What follows belongs to an exercise in optimizing a design on an open flow for small area; a production flow would make more cautious choices.
The RTL was checked by simulation tests, not by an equivalence proof against the original design.
In this run the design's own scripts or RTL, not TritonCTS, make the clock network.
No driver is modelled on the clock port, so clock power and skew are understated where the tree is cut down; a real chip needs a root buffer or a tree.
Power figures rest on the tool's default switching activity, not on a simulated workload.

===== flow/design.v =====
module parking_meter(
	input add1,
	input add2,
	input add3,
	input add4,
	input rst1,
	input rst2,
	input clk,
	input rst,
	output [6:0] led_seg,
	output a1,
	output a2,
	output a3,
	output a4,
	output [3:0] val1,
	output [3:0] val2,
	output [3:0] val3,
	output [3:0] val4
);
	reg [1:0] j;	 
	reg [4:0] s;
	always @(posedge clk)
		if (rst) begin
			j <= 2'b00;
			s <= 5'b00000;
		end
		else begin
			j <= {j[0], ~j[1]};
			s <= {s[3], ~s[2], ~s[1], ~s[0], ~(s[0] | s[1]) ^ ~(s[3] ^ s[4])};
		end
	wire tick = j[1] & ~j[0] & s[0] & s[1] & s[2] & ~s[3];
	reg [3:0] d0, d1, d2, d3;
	wire z0 = ~(d0[0] | d0[1] | d0[2] | d0[3]);
	wire z1 = ~(d1[0] | d1[1] | d1[2] | d1[3]);
	wire z2 = ~(d2[0] | d2[1] | d2[2] | d2[3]);
	wire z3 = ~(d3[0] | d3[1] | d3[2] | d3[3]);
	wire zero = z0 & z1 & z2 & z3;
	function [3:0] dn(input [3:0] d);
		dn = {(d[3] & d[0]) | ~(d[3] | d[2] | d[1] | d[0]),
			(d[0] | d[1]) ? d[2] : (~d[2] & d[3]),
			d[0] ? d[1] : (~d[1] & (d[2] | d[3])),
			~d[0]};
	endfunction
	wire LD = rst | rst1 | rst2;
	wire K1 = ~rst & rst1;
	wire K2 = ~rst & ~rst1 & rst2;
	wire anyadd = add1 | add2 | add3 | add4;
	wire AD = ~LD & anyadd;
	wire p1 = add1;
	wire p2 = ~add1 & add2;
	wire p3 = ~add1 & ~add2 & add3;
	wire DEC = ~LD & ~anyadd & tick & ~zero;
	wire E0 = DEC, E1 = DEC & z0, E2 = E1 & z1, E3 = E2 & z2;
	wire l = d1[0];
	wire x0 = d1[1], x1 = d1[2], x2 = d1[3];
	wire [2:0] h_p1 = {x1 & x0, x1 ^ x0, ~x0 & ~x2};
	wire [2:0] h_p3 = {x0 & ~x1, ~x1 & ~x0, ~x2 & ~(x1 ^ x0)};
	wire [2:0] h_p4 = {~x2 & ~x1 & ~x0, x2 | (x1 & x0), x2 | (x1 & ~x0)};
	wire m4 = AD ? p3 : (E1 & ~l);
	wire A1 = AD & p1, A2 = AD & p2;
	wire [2:0] hn = (h_p3 & {3{A1}}) | (h_p1 & {3{A2}}) | (h_p4 & {3{m4}}) | ({x2, x1, x0} & {3{~(A1 | A2 | m4)}});
	wire c1 = p1 ? (x1 | x2) : p2 ? x2 : p3 ? (x0 | x1 | x2) : 1'b0;
	wire [1:0] v = p1 ? {1'b0, c1} : (p2 | p3) ? {c1, ~c1} : 2'd3;
	function [4:0] badd(input [1:0] v, input [3:0] d);
		case ({v, d})
		6'd0: badd = 5'b00000;
		6'd1: badd = 5'b00001;
		6'd2: badd = 5'b00010;
		6'd3: badd = 5'b00011;
		6'd4: badd = 5'b00100;
		6'd5: badd = 5'b00101;
		6'd6: badd = 5'b00110;
		6'd7: badd = 5'b00111;
		6'd8: badd = 5'b01000;
		6'd9: badd = 5'b01001;
		6'd10: badd = 5'b01000;
		6'd11: badd = 5'b01001;
		6'd12: badd = 5'b01000;
		6'd13: badd = 5'b01001;
		6'd14: badd = 5'b01000;
		6'd15: badd = 5'b01001;
		6'd16: badd = 5'b00001;
		6'd17: badd = 5'b00010;
		6'd18: badd = 5'b00011;
		6'd19: badd = 5'b00100;
		6'd20: badd = 5'b00101;
		6'd21: badd = 5'b00110;
		6'd22: badd = 5'b00111;
		6'd23: badd = 5'b01000;
		6'd24: badd = 5'b01001;
		6'd25: badd = 5'b10000;
		6'd26: badd = 5'b01001;
		6'd27: badd = 5'b10000;
		6'd28: badd = 5'b01001;
		6'd29: badd = 5'b10000;
		6'd30: badd = 5'b01001;
		6'd31: badd = 5'b10000;
		6'd32: badd = 5'b00010;
		6'd33: badd = 5'b00011;
		6'd34: badd = 5'b00100;
		6'd35: badd = 5'b00101;
		6'd36: badd = 5'b00110;
		6'd37: badd = 5'b00111;
		6'd38: badd = 5'b01000;
		6'd39: badd = 5'b01001;
		6'd40: badd = 5'b10000;
		6'd41: badd = 5'b10001;
		6'd42: badd = 5'b10000;
		6'd43: badd = 5'b10001;
		6'd44: badd = 5'b10000;
		6'd45: badd = 5'b10001;
		6'd46: badd = 5'b10000;
		6'd47: badd = 5'b10001;
		6'd48: badd = 5'b00011;
		6'd49: badd = 5'b00100;
		6'd50: badd = 5'b00101;
		6'd51: badd = 5'b00110;
		6'd52: badd = 5'b00111;
		6'd53: badd = 5'b01000;
		6'd54: badd = 5'b01001;
		6'd55: badd = 5'b10000;
		6'd56: badd = 5'b10001;
		6'd57: badd = 5'b10010;
		6'd58: badd = 5'b10001;
		6'd59: badd = 5'b10010;
		6'd60: badd = 5'b10001;
		6'd61: badd = 5'b10010;
		6'd62: badd = 5'b10001;
		6'd63: badd = 5'b10010;
		default: badd = 5'b00000;
		endcase
	endfunction
	wire [4:0] bs = badd(v, d2);
	wire c2 = bs[4];
	wire [3:0] t2 = bs[3:0];
	wire p4 = ~(p1 | p2 | p3);
	wire SAT = AD & d3[3] & d3[0] & ((p1 & d2[3] & d2[0] & (d1[3] | d1[2])) | (p2 & d2[3] & (d2[0] | d1[3]))
		| (p3 & d2[3] & (d2[0] | d1[3] | d1[2] | d1[1])) | (p4 & (d2[3] | (d2[2] & d2[1] & d2[0]))));
	wire I3 = AD & c2;	 
	wire [3:0] u3 = {d3[0] & d3[1] & d3[2], d3[0] & d3[1], d3[0] & ~d3[3], ~(d3[3] & d3[0])};
	always @(posedge clk) begin
		d0 <= (d0 & {4{~(LD | SAT | E0)}}) | (dn(d0) & {4{E0}}) | {SAT, K1, K1, SAT};
		d1 <= ({hn, l ^ E1} & {4{~(LD | SAT)}}) | {SAT, K2, 1'b0, SAT | K1 | K2};
		d2 <= (d2 & {4{~(LD | AD | E2)}}) | (dn(d2) & {4{E2}}) | (t2 & {4{AD & ~SAT}}) | {SAT, 2'b00, SAT | K2};
		d3 <= (d3 & {4{~(LD | I3 | E3)}}) | (dn(d3) & {4{E3}}) | ((d3 ^ u3) & {4{I3}});
	end
	reg bp;
	reg [4:0] bq;
	reg off;
	wire bwrap = bp & bq[0] & bq[1] & bq[2] & ~bq[3];
	always @(posedge clk)
		if (rst) begin
			bp <= 1'b0;
			bq <= 5'b00000;
			off <= 1'b0;
		end
		else begin
			if (zero) begin
				bp <= ~bp;
				bq <= {bq[3], ~bq[2], ~bq[1], ~bq[0], ~(bq[0] | bq[1]) ^ ~(bq[3] ^ bq[4])};
			end
			off <= zero & (off ^ bwrap);
		end
	wire q0 = ~(j[1] | j[0]);
	wire q1 = ~j[1] & j[0];
	wire q2 = j[1] & j[0];
	wire q3 = j[1] & ~j[0];
	assign a1 = ~q0;
	assign a2 = ~q1;
	assign a3 = ~q2;
	assign a4 = ~q3;
	wire [3:0] dsel = ({4{q0}} & d0) | ({4{q1}} & d1) | ({4{q2}} & d2) | ({4{q3}} & d3);
	wire blank = off | (d0[0] & z3 & ~(d2[3] | d2[2] | d2[1]) & ~(d2[0] & d1[3]));
	wire [3:0] dig = {dsel[3] | blank, dsel[2] | blank, dsel[1], dsel[0]};
	reg [6:0] seg;
	always @(*)
		casez (dig)
		4'b0000: seg = 7'b000_0001;
		4'b0001: seg = 7'b100_1111;
		4'b0010: seg = 7'b001_0010;
		4'b0011: seg = 7'b000_0110;
		4'b0100: seg = 7'b100_1100;
		4'b0101: seg = 7'b010_0100;
		4'b0110: seg = 7'b010_0000;
		4'b0111: seg = 7'b000_1111;
		4'b11??: seg = 7'b111_1111;
		4'b10?0: seg = 7'b000_0000;
		default: seg = 7'b000_0100;
		endcase
	assign led_seg = seg;
	assign val1 = d0;
	assign val2 = d1;
	assign val3 = d2;
	assign val4 = d3;
endmodule

===== flow/flow/run.sh =====
#!/bin/bash
# Own layout flow:
#  1. the standard synthesis (standard.sh synth), unchanged;
#  2. an area-only re-mapping of the combinational logic between the
#     registers (the registers themselves are kept as they are);
#  3. the standard floorplan and placement, with buf_1 port buffers;
#  4. a small clock tree made by hand (mcts.tcl) in place of CTS;
#  5. the standard routing and finishing steps.
# Each tool's output goes to a log file of its own in this folder.
set -euo pipefail
W=$(pwd)
R=$W/orfs/results/$FLOW_PLATFORM/parking_meter/base
YOSYS=${YOSYS_EXE:-$FLOW_HOME/../tools/install/yosys/bin/yosys}
[ -x "$YOSYS" ] || YOSYS=yosys
OPENROAD=${OPENROAD_EXE:-$FLOW_HOME/../tools/install/OpenROAD/bin/openroad}
[ -x "$OPENROAD" ] || OPENROAD=openroad

bash standard.sh synth > $W/synth.log 2>&1

cp $R/1_2_yosys.v $W/std_synth.v
LIB=$FLOW_HOME/platforms/$FLOW_PLATFORM/lib/sky130_fd_sc_hd__tt_025C_1v80.lib
SEEDS=(1 2 3 4 5 6 7 8 9 10 11 12 13 14 15 16)
for wave in 0 1; do
  for j in 0 1 2 3 4 5 6 7; do
    k=${SEEDS[$((wave * 8 + j))]}
    sed -e "s#@SEED@#$k#" flow/area.abc > $W/area_$k.abc
    sed -e "s#@IN@#$W/std_synth.v#; s#@OUT@#$W/remap_$k.v#; s#@ABC@#$W/area_$k.abc#; s#@LIB@#$LIB#g" \
      flow/remap.ys > $W/remap_$k.ys
    $YOSYS -s $W/remap_$k.ys > $W/remap_$k.log 2>&1 &
  done
  wait
done
best=
bestarea=
for k in ${SEEDS[@]}; do
  a=$(grep -o "Chip area for module '.parking_meter': [0-9.]*" $W/remap_$k.log | tail -1 | awk '{print $NF}' || true)
  echo "seed $k: area $a" >> $W/remap_choice.log
  if [ -n "$a" ] && { [ -z "$bestarea" ] || awk -v a=$a -v b=$bestarea 'BEGIN{exit !(a < b)}'; }; then
    best=$k; bestarea=$a
  fi
done
echo "chosen seed $best: area $bestarea" >> $W/remap_choice.log
cp $W/remap_$best.v $W/remap.v
cp $W/remap.v $R/1_2_yosys.v

export BUFFER_PORTS_ARGS="-buffer_cell sky130_fd_sc_hd__buf_1"
bash standard.sh place > $W/place.log 2>&1

# three clkbuf_4 next to three equal clusters of registers; if the estimated
# register clock slew comes out high, two clkbuf_8 instead
RESULTS=$R CLK_PORT=clk CLK_BUF=sky130_fd_sc_hd__clkbuf_4 CLK_NBUF=3 \
  $OPENROAD -no_init -exit $W/flow/mcts.tcl > $W/mcts.log 2>&1
slew=$(grep -o "worst register clock slew (placement estimate) [0-9.e-]*" $W/mcts.log | awk '{print $NF}' || true)
if [ -z "$slew" ] || awk -v s=$slew 'BEGIN{exit !(s > 0.124)}'; then
  RESULTS=$R CLK_PORT=clk CLK_BUF=sky130_fd_sc_hd__clkbuf_8 CLK_NBUF=2 \
    $OPENROAD -no_init -exit $W/flow/mcts.tcl > $W/mcts2.log 2>&1
fi

bash standard.sh finish > $W/finish.log 2>&1

===== flow/flow/area.abc =====
strash
&get -n
&deepsyn -T 300 -S @SEED@
&put
dch -f
amap -m
topo

===== flow/flow/mcts.tcl =====
# Clock tree made by hand: the clock port drives a few clock buffers, each
# next to a cluster of registers (k-means on their placed positions).
set P $::env(FLOW_HOME)/platforms/$::env(FLOW_PLATFORM)
set R $::env(RESULTS)
read_lef $P/lef/sky130_fd_sc_hd.tlef
read_lef $P/lef/sky130_fd_sc_hd_merged.lef
read_liberty $P/lib/sky130_fd_sc_hd__tt_025C_1v80.lib
read_db $R/3_place.odb
read_sdc $R/3_place.sdc
source $P/setRC.tcl

set db [ord::get_db]
set block [ord::get_db_block]
set clk [$block findNet $::env(CLK_PORT)]
set master [$db findMaster $::env(CLK_BUF)]
set nb $::env(CLK_NBUF)

set sinks {}
foreach it [$clk getITerms] {
  set b [[$it getInst] getBBox]
  lappend sinks [list $it [expr {([$b xMin] + [$b xMax]) / 2.0}] [expr {([$b yMin] + [$b yMax]) / 2.0}]]
}
set n [llength $sinks]
# k-means, started from sinks spread along the sorted x order
set sorted [lsort -real -index 1 $sinks]
set cx {}; set cy {}
for {set k 0} {$k < $nb} {incr k} {
  set s [lindex $sorted [expr {int(($k + 0.5) * $n / $nb)}]]
  lappend cx [lindex $s 1]; lappend cy [lindex $s 2]
}
for {set iter 0} {$iter < 50} {incr iter} {
  # balanced assignment: nearest free cluster first, at most cap sinks each
  set cap [expr {($n + $nb - 1) / $nb}]
  set pairs {}
  set i 0
  foreach s $sinks {
    for {set k 0} {$k < $nb} {incr k} {
      lappend pairs [list $i $k [expr {abs([lindex $s 1] - [lindex $cx $k]) + abs([lindex $s 2] - [lindex $cy $k])}]]
    }
    incr i
  }
  set asg [lrepeat $n -1]
  set load [lrepeat $nb 0]
  foreach p [lsort -real -index 2 $pairs] {
    lassign $p i k d
    if {[lindex $asg $i] < 0 && [lindex $load $k] < $cap} {
      lset asg $i $k
      lset load $k [expr {[lindex $load $k] + 1}]
    }
  }
  set ncx {}; set ncy {}
  for {set k 0} {$k < $nb} {incr k} {
    set sx 0; set sy 0; set m 0
    foreach s $sinks a $asg { if {$a == $k} { set sx [expr {$sx + [lindex $s 1]}]; set sy [expr {$sy + [lindex $s 2]}]; incr m } }
    if {$m > 0} { lappend ncx [expr {$sx / $m}]; lappend ncy [expr {$sy / $m}] } else { lappend ncx [lindex $cx $k]; lappend ncy [lindex $cy $k] }
  }
  set cx $ncx; set cy $ncy
}
for {set k 0} {$k < $nb} {incr k} {
  set net [odb::dbNet_create $block clknet_${k}_$::env(CLK_PORT)]
  $net setSigType CLOCK
  set inst [odb::dbInst_create $block $master clkbuf_${k}_$::env(CLK_PORT)]
  [$inst findITerm A] connect $clk
  [$inst findITerm X] connect $net
  set w [[$inst getMaster] getWidth]
  $inst setLocation [expr {int([lindex $cx $k] - $w / 2)}] [expr {int([lindex $cy $k])}]
  $inst setPlacementStatus PLACED
  set m 0
  foreach s $sinks a $asg {
    if {$a == $k} { set it [lindex $s 0]; $it disconnect; $it connect $net; incr m }
  }
  puts "manual cts: buffer $k drives $m registers"
}
detailed_placement
check_placement -verbose
set_propagated_clock [all_clocks]
estimate_parasitics -placement
set worst 0
foreach p [get_pins -hierarchical */CLK] { set s [get_property $p slew_max]; if {$s > $worst} { set worst $s } }
puts "manual cts: worst register clock slew (placement estimate) $worst"
report_checks -path_delay min_max
write_db $R/4_1_cts.odb
unset_propagated_clock [all_clocks]
write_sdc -no_timestamp $R/4_cts.sdc

===== flow/flow/remap.ys =====
read_liberty -ignore_miss_func @LIB@
blackbox sky130_fd_sc_hd__df* sky130_fd_sc_hd__edf* sky130_fd_sc_hd__sdf* sky130_fd_sc_hd__sedf* sky130_fd_sc_hd__dl* sky130_fd_sc_hd__conb*
read_verilog @IN@
hierarchy -top parking_meter
flatten
opt_clean
techmap
opt -fast
abc -liberty @LIB@ -script @ABC@ -dont_use sky130_fd_sc_hd__lpflow_bleeder_1 -dont_use sky130_fd_sc_hd__lpflow_clkbufkapwr_1 -dont_use sky130_fd_sc_hd__lpflow_clkbufkapwr_16 -dont_use sky130_fd_sc_hd__lpflow_clkbufkapwr_2 -dont_use sky130_fd_sc_hd__lpflow_clkbufkapwr_4 -dont_use sky130_fd_sc_hd__lpflow_clkbufkapwr_8 -dont_use sky130_fd_sc_hd__lpflow_clkinvkapwr_1 -dont_use sky130_fd_sc_hd__lpflow_clkinvkapwr_16 -dont_use sky130_fd_sc_hd__lpflow_clkinvkapwr_2 -dont_use sky130_fd_sc_hd__lpflow_clkinvkapwr_4 -dont_use sky130_fd_sc_hd__lpflow_clkinvkapwr_8 -dont_use sky130_fd_sc_hd__lpflow_decapkapwr_12 -dont_use sky130_fd_sc_hd__lpflow_decapkapwr_3 -dont_use sky130_fd_sc_hd__lpflow_decapkapwr_4 -dont_use sky130_fd_sc_hd__lpflow_decapkapwr_6 -dont_use sky130_fd_sc_hd__lpflow_decapkapwr_8 -dont_use sky130_fd_sc_hd__lpflow_inputiso0n_1 -dont_use sky130_fd_sc_hd__lpflow_inputiso0p_1 -dont_use sky130_fd_sc_hd__lpflow_inputiso1n_1 -dont_use sky130_fd_sc_hd__lpflow_inputiso1p_1 -dont_use sky130_fd_sc_hd__lpflow_inputisolatch_1 -dont_use sky130_fd_sc_hd__lpflow_isobufsrc_1 -dont_use sky130_fd_sc_hd__lpflow_isobufsrc_16 -dont_use sky130_fd_sc_hd__lpflow_isobufsrc_2 -dont_use sky130_fd_sc_hd__lpflow_isobufsrc_4 -dont_use sky130_fd_sc_hd__lpflow_isobufsrc_8 -dont_use sky130_fd_sc_hd__lpflow_isobufsrckapwr_16 -dont_use sky130_fd_sc_hd__lpflow_lsbuf_lh_hl_isowell_tap_1 -dont_use sky130_fd_sc_hd__lpflow_lsbuf_lh_hl_isowell_tap_2 -dont_use sky130_fd_sc_hd__lpflow_lsbuf_lh_hl_isowell_tap_4 -dont_use sky130_fd_sc_hd__lpflow_lsbuf_lh_isowell_4 -dont_use sky130_fd_sc_hd__lpflow_lsbuf_lh_isowell_tap_1 -dont_use sky130_fd_sc_hd__lpflow_lsbuf_lh_isowell_tap_2 -dont_use sky130_fd_sc_hd__lpflow_lsbuf_lh_isowell_tap_4 -dont_use sky130_fd_sc_hd__probe_p_8 -dont_use sky130_fd_sc_hd__probec_p_8
opt_clean -purge
rename -hide w:*.*
opt_clean -purge
hilomap -singleton -hicell sky130_fd_sc_hd__conb_1 HI -locell sky130_fd_sc_hd__conb_1 LO
stat -liberty @LIB@
write_verilog -noattr -noexpr @OUT@

===== flow/standard.sh =====
#!/bin/bash
# synth_recipe.tcl (not shown) runs the flow's synth.tcl, then flattens the netlist and writes it again
# the make line also repeats each setting of config.mk as NAME=value (left out here)
make -C /OpenROAD-flow-scripts/flow DESIGN_CONFIG=/design/flow/config.mk WORK_HOME=/design/flow/orfs CLKGATE_MAP_FILE= SYNTH_SCRIPT=/design/flow/synth_recipe.tcl "${@:-finish}"

===== flow/config.mk =====
export PLATFORM = sky130hd
export DESIGN_NAME = parking_meter
export DESIGN_NICKNAME = parking_meter
export VERILOG_FILES = /design/flow/design.v
export SDC_FILE = /design/flow/constraint.sdc
export NUM_CORES = 4
export LEC_CHECK = 0
export ABC_AREA = 1
export CAP_MARGIN = 20
export CORE_MARGIN = 2
export CORE_UTILIZATION = 40
export PLACE_DENSITY = 0.9
export SLEW_MARGIN = 20

===== flow/constraint.sdc =====
create_clock -name core_clock -period 20.0 [get_ports {clk}]
set_input_delay 4.0000 -clock core_clock [delete_from_list [all_inputs] [get_ports {clk}]]
set_output_delay 4.0000 -clock core_clock [all_outputs]
set_load 0.01 [all_outputs]

==> results.txt <==
power by group through the flow:
stage	clock [W]	combinational, W	sequential (W)
after floorplan	0	0.0000157	0.0000677
after global placement	0	0.0000224	0.0000680
after detailed placement	0	0.0000231	0.0000683
after global routing	0.0000246	0.0000265	0.0000676
final	0.0000219	0.0000236	0.0000669
worst max-delay path: stages:
cell and delay, ns:
buf_1 0.18, clkinv_1 0.17, nand3_1 0.20, nor2_1 0.08, a31oi_1 0.22, o221a_1 0.25
o21ai_0 0.15, a222oi_1 0.35, nand4_1 0.18, nor3_1 0.35, clkinv_1 0.15, o22ai_1 0.18
and2_0 0.19, nor2_1 0.06, o221a_1 0.21
metrics by stage:
step | cell area, µm² | utilization | hold WS [ns] | total power (W)
after global routing | 1730 | 0.473 | 0.442 | 0.000119
after floorplan | 1520 | - | 0.386 | 0.0000834
after detailed placement | 1710 | 0.467 | 0.405 | 0.0000914
after global placement | 1710 | 0.467 | 0.392 | 0.0000904
final | 1730 | 0.473 | 0.416 | 0.000112
path summary, 6_finish.rpt:
kind | start | endpoint | slack (ns)
worst max-delay path | add1 | d3[3] | 13.16
worst min-delay path | s[2] | s[3] | 0.42
worst max register to register | d1[2] | d3[3] | 16.88
worst min register to register | s[2] | s[3] | 0.42
flip-flops by register name, indices dropped and copies added, names as in the netlist:
signal and count:
s 5, bp 1, off 1, j 2, d1 4, d3 4
d2 4, bq 5, d0 4
routing by layer:
layer  vias to the layer above  global-route usage  wire length, µm
li1                        846                   -                -
met1                       792               0.235             1630
met2                        62               0.324             1800
met3                        13              0.0120              257
met4                         0              0.0391               83
met5                         -                   0                0
layout make-up:
| class | count | area (µm²) | area share |
|---|---|---|---|
| Timing Repair Buffer | 34 | 128 | 0.0736 |
| Sequential cell | 30 | 601 | 0.347 |
| Tap cell | 48 | 60.1 | 0.0347 |
| Buffer | 3 | 22.5 | 0.0130 |
| Multi-Input combinational cell | 156 | 813 | 0.469 |
| Inverter | 29 | 109 | 0.0628 |
==> summary.md <==
| Metric | Value |
|---|---|
| Gr usage total | `0.181` |
| CP Data Required Time | `20.07 ns` |
| Port Buffer Count | `34` |
| Share of cells above drive strength 1 | `0.0119` |
| Net Switching | `0.0000338 W` |
| Area Overhead vs Synth | `13.8%` |
| Nets@finish | `262` |
| Cell row count | `22` |
| DR vias | `1,713` |
| Max-cap violations | `0` |
| Switching Share | `0.301` |
| R2R cell count | `12` |
| GRT Residual Overflow | `0` |
| Skew final | `0.0140 ns` |
| # diodes | `0` |
| Final GP Congestion | `0.885` |
| Final setup margin | `13.16 ns` |
| Hold Crit Depth | `1` |
| Number of global-route vias before repair | `1,478` |
| Hold Vio Cnt, Final | `0` |
| Final non-filler cell total | `300` |
| Critical path launch point type | `input port` |
| RSZ-0062 raised after global routing | `false` |
| Fillers | `371` |
| Die area | `0.00432 mm²` |
| Outcome | `timing/DRC/antenna clean` |
| DRC | `0` |
| Syn Area/Cell | `7.08 µm²` |
| Reg clk slew, reported paths | `0.11 ns` |
| Worst Hold Class | `reg2reg` |
| Rel. slew slack | `0.622` |
| Critical path arrival | `6.91 ns` |
| Final WL | `3770 µm` |
| Internal power | `0.0000786 W` |
| Fin crit share | `0.342` |
| Crit path capture type | `flip-flop` |
| ANT nets after route | `0` |
| Area of the core | `0.00366 mm²` |
| Slew Viols, Final | `0` |
| Detailed Routing Iterations Pass 1 | `4` |
| First-pass GRT wire length | `6380 µm` |
| Net Count, Synth | `223` |
| Placed Cells | `297` |
| Commonest non-fill, non-tap cell in the layout | `nor2_1` |
| Hpwl dp | `3010 µm` |
| VDD IR-drop max | `0.0375 mV` |
| Kind of critical path | `in2reg` |
| Skew-Pair Late Insertion Delay | `0.17 ns` |
| Clock network fraction of total power | `0.194` |
| Highest-count cells in the layout ignoring fill and taps | `nor2_1, buf_1, dfxtp_1, clkinv_1, o21ai_0` |
| Comb pwr share | `0.210` |
| IO Pins | `35` |
| Place WS | `13.04 ns` |
| Flop pwr share | `0.595` |
| Pleak | `0.590 nW` |
| Worst-path maximum fanout | `5` |
| Clock period minus worst slack | `6.84 ns` |
| Yosys warns | `1` |
| DIE WIDTH | `65.7 µm` |
| Initial core utilization | `0.416` |
| Routed vias/inst | `5.71` |
| Initial DRC count | `139` |
| Initial antenna violation count | `0` |
| Routed wire length per instance | `12.6 µm` |
| Actual slew at the worst max-slew pin | `0.567 ns` |
| Setup-failing EPs final | `0` |
| Sum of negative setup slack | `0 ns` |
| Die Y | `65.7 µm` |
| Largest net degree at the start of global routing | `14` |
| Syn Std Cell Area | `0.00152 mm²` |
| Post-synthesis instance total | `215` |
| Fmax | `0.146 GHz` |
| PD cells | `64.9 mW/mm²` |

## afterwards: timing with drivers on the ports
How much do the figures lean on ideal ports? The routed layout below was timed once more, with nothing changed but the port constraints.
Step 1: set_driving_cell puts a clkbuf_16 on clk and a buf_2 on each other input, an assumption about the parent block.
Step 2, shift: input delay + t, output delay - t, t = (earliest + latest rising clock arrival at the registers) / 2. This alone moves slack from input paths to output paths.
Slacks: no drivers / after step 1 / after step 2; pairs: no drivers / after step 1.
t (ns): 0.197
setup WS [ns]: 13.163 / 13.180 / 12.983
slew at the worst register clock pin (ns): 0.11 / 0.11
After both steps setup and hold are still met in this run. The setup slack of this run moves by +0.017 ns with the drivers and by -0.180 ns with both steps.
